What follows belongs to an exercise in optimizing a design on an open flow for small area and a short achievable clock period; a production flow would make more cautious choices.
RTL that was checked went through simulation tests only; none was proved equivalent to the original.

==> inputs of indigo <==
## PPU
module PPU (
    input clk,
    input rst,
    input i_en,
    input [31:0] data_in,
    input [11:0] scaling_factor,
    output logic [6:0] data_out,
    output logic valid,
    output logic [31:0] data_in_out
);
==> module PPU, before the edit <==
module PPU (
    input clk,
    input rst,
    input i_en,
    input [31:0] data_in,
    input [11:0] scaling_factor,
    output logic [6:0] data_out,
    output logic valid,
    output logic [31:0] data_in_out
);
wire [11:0] s  = scaling_factor;
wire [11:0] sn = ~scaling_factor;
wire [12:0] oc;
assign oc[0] = 1'b1;
genvar i, k;
generate
    for (i = 0; i < 12; i = i + 1) begin : g_ov
        assign oc[i+1] = (data_in[6+i] & sn[i]) | (data_in[6+i] & oc[i]) | (sn[i] & oc[i]);
    end
endgenerate
wire ovf = (|data_in[30:18]) | oc[12];
wire [11:0] rem [0:6];
wire [5:0]  qq;
assign rem[6] = data_in[17:6];
generate
    for (k = 5; k >= 0; k = k - 1) begin : g_st
        wire [12:0] a = {rem[k+1], data_in[k]};
        wire [12:0] c;
        wire [11:0] d;
        assign c[0] = 1'b1;
        for (i = 0; i < 12; i = i + 1) begin : g_b
            assign d[i]   = a[i] ^ sn[i] ^ c[i];
            assign c[i+1] = (a[i] & sn[i]) | (a[i] & c[i]) | (sn[i] & c[i]);
        end
        assign qq[k] = a[12] | c[12];
        assign rem[k] = qq[k] ? d : a[11:0];
    end
endgenerate
wire [12:0] rc;
wire [12:0] a2 = {rem[0], 1'b0};
assign rc[0] = 1'b1;
generate
    for (i = 0; i < 12; i = i + 1) begin : g_rn
        assign rc[i+1] = (a2[i] & sn[i]) | (a2[i] & rc[i]) | (sn[i] & rc[i]);
    end
endgenerate
wire rnd = a2[12] | rc[12];
wire [6:0] fval = ovf ? 7'd127 : ({1'b0, qq} + {6'd0, rnd});
always @(posedge clk) begin
    if (rst) begin
        valid <= 1'b0;
        data_out <= 7'd0;
        data_in_out <= 32'd0;
    end else begin
        valid <= i_en;
        data_out <= (i_en & ~data_in[31]) ? fval : 7'd0;
        data_in_out <= data_in;
    end
end
endmodule
export LEC_CHECK = 0
export CAP_MARGIN = 20
export CORE_MARGIN = 2
export CORE_UTILIZATION = 40
export SLEW_MARGIN = 20
create_clock -name core_clock -period 120.0 [get_ports {clk}]
run.sh (not shown) runs the stock make flow with config.mk's settings and CLKGATE_MAP_FILE= SYNTH_SCRIPT=/design/flow/synth_recipe.tcl, a recipe that flattens the netlist after the stock synthesis.
==> inputs of violet, as changes to indigo <==
--- a/flow/design.v
+++ b/flow/design.v
@@ -17,3 +17,3 @@
     for (i = 0; i < 12; i = i + 1) begin : g_ov
-        assign oc[i+1] = (data_in[6+i] & sn[i]) | (data_in[6+i] & oc[i]) | (sn[i] & oc[i]);
+        assign oc[i+1] = (data_in[6+i] & sn[i]) | ((data_in[6+i] | sn[i]) & oc[i]);
     end
@@ -28,10 +28,11 @@
         wire [12:0] c;
-        wire [11:0] d;
+        wire [11:0] g = a[11:0] & sn;
+        wire [11:0] p = a[11:0] | sn;
+        wire [11:0] x = a[11:0] ^ sn;
         assign c[0] = 1'b1;
         for (i = 0; i < 12; i = i + 1) begin : g_b
-            assign d[i]   = a[i] ^ sn[i] ^ c[i];
-            assign c[i+1] = (a[i] & sn[i]) | (a[i] & c[i]) | (sn[i] & c[i]);
+            assign c[i+1] = g[i] | (p[i] & c[i]);
         end
         assign qq[k] = a[12] | c[12];
-        assign rem[k] = qq[k] ? d : a[11:0];
+        assign rem[k] = a[11:0] ^ ({12{qq[k]}} & ~(s ^ c[11:0]));
     end
@@ -43,3 +44,3 @@
     for (i = 0; i < 12; i = i + 1) begin : g_rn
-        assign rc[i+1] = (a2[i] & sn[i]) | (a2[i] & rc[i]) | (sn[i] & rc[i]);
+        assign rc[i+1] = (a2[i] & sn[i]) | ((a2[i] | sn[i]) & rc[i]);
     end
==> flow/flow/run.sh (new file) <==
#!/bin/bash
# Standard ORFS layout, with the port buffers made from the smallest buffer cell.
set -o pipefail
bash standard.sh BUFFER_PORTS_ARGS="-buffer_cell sky130_fd_sc_hd__buf_1" finish > standard_flow.log 2>&1
==> flow/standard.sh (new file) <==
#!/bin/bash
# synth_recipe.tcl (not shown) runs the flow's synth.tcl, then flattens the netlist and writes it again
# the make line also repeats each setting of config.mk as NAME=value (left out here)
make -C /OpenROAD-flow-scripts/flow DESIGN_CONFIG=/design/flow/config.mk WORK_HOME=/design/flow/orfs CLKGATE_MAP_FILE= SYNTH_SCRIPT=/design/flow/synth_recipe.tcl "${@:-finish}"
--- a/flow/config.mk
+++ b/flow/config.mk
@@ -7,2 +7,3 @@
 export LEC_CHECK = 0
+export ABC_AREA = 1
 export CAP_MARGIN = 20
@@ -10,2 +11,3 @@
 export CORE_UTILIZATION = 40
+export CTS_BUF_LIST = sky130_fd_sc_hd__clkbuf_8
 export SLEW_MARGIN = 20
removed: flow/run.sh
==> inputs of xenon, as changes to indigo <==
--- a/flow/design.v
+++ b/flow/design.v
@@ -17,3 +17,3 @@
     for (i = 0; i < 12; i = i + 1) begin : g_ov
-        assign oc[i+1] = (data_in[6+i] & sn[i]) | (data_in[6+i] & oc[i]) | (sn[i] & oc[i]);
+        assign oc[i+1] = (data_in[6+i] & sn[i]) | ((data_in[6+i] | sn[i]) & oc[i]);
     end
@@ -28,10 +28,11 @@
         wire [12:0] c;
-        wire [11:0] d;
+        wire [11:0] g = a[11:0] & sn;
+        wire [11:0] p = a[11:0] | sn;
+        wire [11:0] x = a[11:0] ^ sn;
         assign c[0] = 1'b1;
         for (i = 0; i < 12; i = i + 1) begin : g_b
-            assign d[i]   = a[i] ^ sn[i] ^ c[i];
-            assign c[i+1] = (a[i] & sn[i]) | (a[i] & c[i]) | (sn[i] & c[i]);
+            assign c[i+1] = g[i] | (p[i] & c[i]);
         end
         assign qq[k] = a[12] | c[12];
-        assign rem[k] = qq[k] ? d : a[11:0];
+        assign rem[k] = a[11:0] ^ ({12{qq[k]}} & ~(s ^ c[11:0]));
     end
@@ -43,3 +44,3 @@
     for (i = 0; i < 12; i = i + 1) begin : g_rn
-        assign rc[i+1] = (a2[i] & sn[i]) | (a2[i] & rc[i]) | (sn[i] & rc[i]);
+        assign rc[i+1] = (a2[i] & sn[i]) | ((a2[i] | sn[i]) & rc[i]);
     end
==> flow/flow/run.sh (new file) <==
#!/bin/bash
# Standard ORFS layout, with the port buffers made from the smallest buffer cell.
set -o pipefail
bash standard.sh BUFFER_PORTS_ARGS="-buffer_cell sky130_fd_sc_hd__buf_1" finish > standard_flow.log 2>&1
==> flow/standard.sh (new file) <==
#!/bin/bash
# synth_recipe.tcl (not shown) runs the flow's synth.tcl, then flattens the netlist and writes it again
# the make line also repeats each setting of config.mk as NAME=value (left out here)
make -C /OpenROAD-flow-scripts/flow DESIGN_CONFIG=/design/flow/config.mk WORK_HOME=/design/flow/orfs CLKGATE_MAP_FILE= SYNTH_SCRIPT=/design/flow/synth_recipe.tcl "${@:-finish}"
--- a/flow/config.mk
+++ b/flow/config.mk
@@ -7,5 +7,6 @@
 export LEC_CHECK = 0
+export ABC_AREA = 1
 export CAP_MARGIN = 20
 export CORE_MARGIN = 2
-export CORE_UTILIZATION = 40
+export CORE_UTILIZATION = 70
 export SLEW_MARGIN = 20
removed: flow/run.sh
==> run summary <==
|  | indigo | xenon | violet |
|---|---|---|---|
| Wire length the detailed router placed on met1 | 4406 um | 5216 um | 5299 um |
| Count of cells along the worst hold path | 2 | 3 | 3 |
| Grt met3 use | 2.514% | 4.340% | 2.781% |
| Fraction of final layout cells sized beyond drive strength 1 | 12.01% | 10.34% | 10.16% |
| Run status | no timing/DRC/antenna violations | no timing/DRC/antenna violations | no timing/DRC/antenna violations |
| Die Outline Area | 11270 sq um | 7966 sq um | 13640 sq um |
| Distinct cell type count after synthesis | 64 | 36 | 36 |
| Clock buffer count | 5 | 6 | 5 |
| Transition at the pin with the smallest max-transition slack | 0.8539 ns | 0.8111 ns | 0.9553 ns |
| Data arrival, critical path | 58.21 ns | 35.73 ns | 35.07 ns |
| Launch point of the worst path | scaling_factor[1] | scaling_factor[0] | scaling_factor[0] |
| Gate count after technology mapping | 395 | 863 | 863 |
| Post-Layout Cell Count | 619 | 1027 | 1097 |
Only the layout flow was run in indigo; the RTL was not checked for function there.

[what the ideal ports hide]
No port has a modelled driver above. Below, the same layouts with a new extraction and two added sets of constraints. Step 1 sets driving cells, clkbuf_16 on the clock port and buf_2 on the other inputs (assumed; they add their load-dependent delay and slew). Step 2, shift: input delay + t, output delay - t, t = (earliest + latest rising clock arrival at the registers) / 2. This alone moves slack from input paths to output paths. Slacks: ideal / step 1 / step 2; pairs: ideal / step 1.
| run | t, ns | setup WS [ns] | hold WS [ns] |
|---|---|---|---|
| indigo | 0.328 | 62.034 / 62.030 / 61.703 | 24.267 / 24.261 / 24.589 |
| violet | 0.334 | 85.137 / 85.126 / 84.792 | 23.885 / 23.878 / 24.212 |
| xenon | 0.312 | 84.454 / 84.455 / 84.142 | 23.915 / 23.910 / 24.222 |
After both steps every run listed still meets setup and hold. For violet, which loses most, drivers alone change the setup slack by -0.011 ns; drivers and shift together by -0.345 ns.
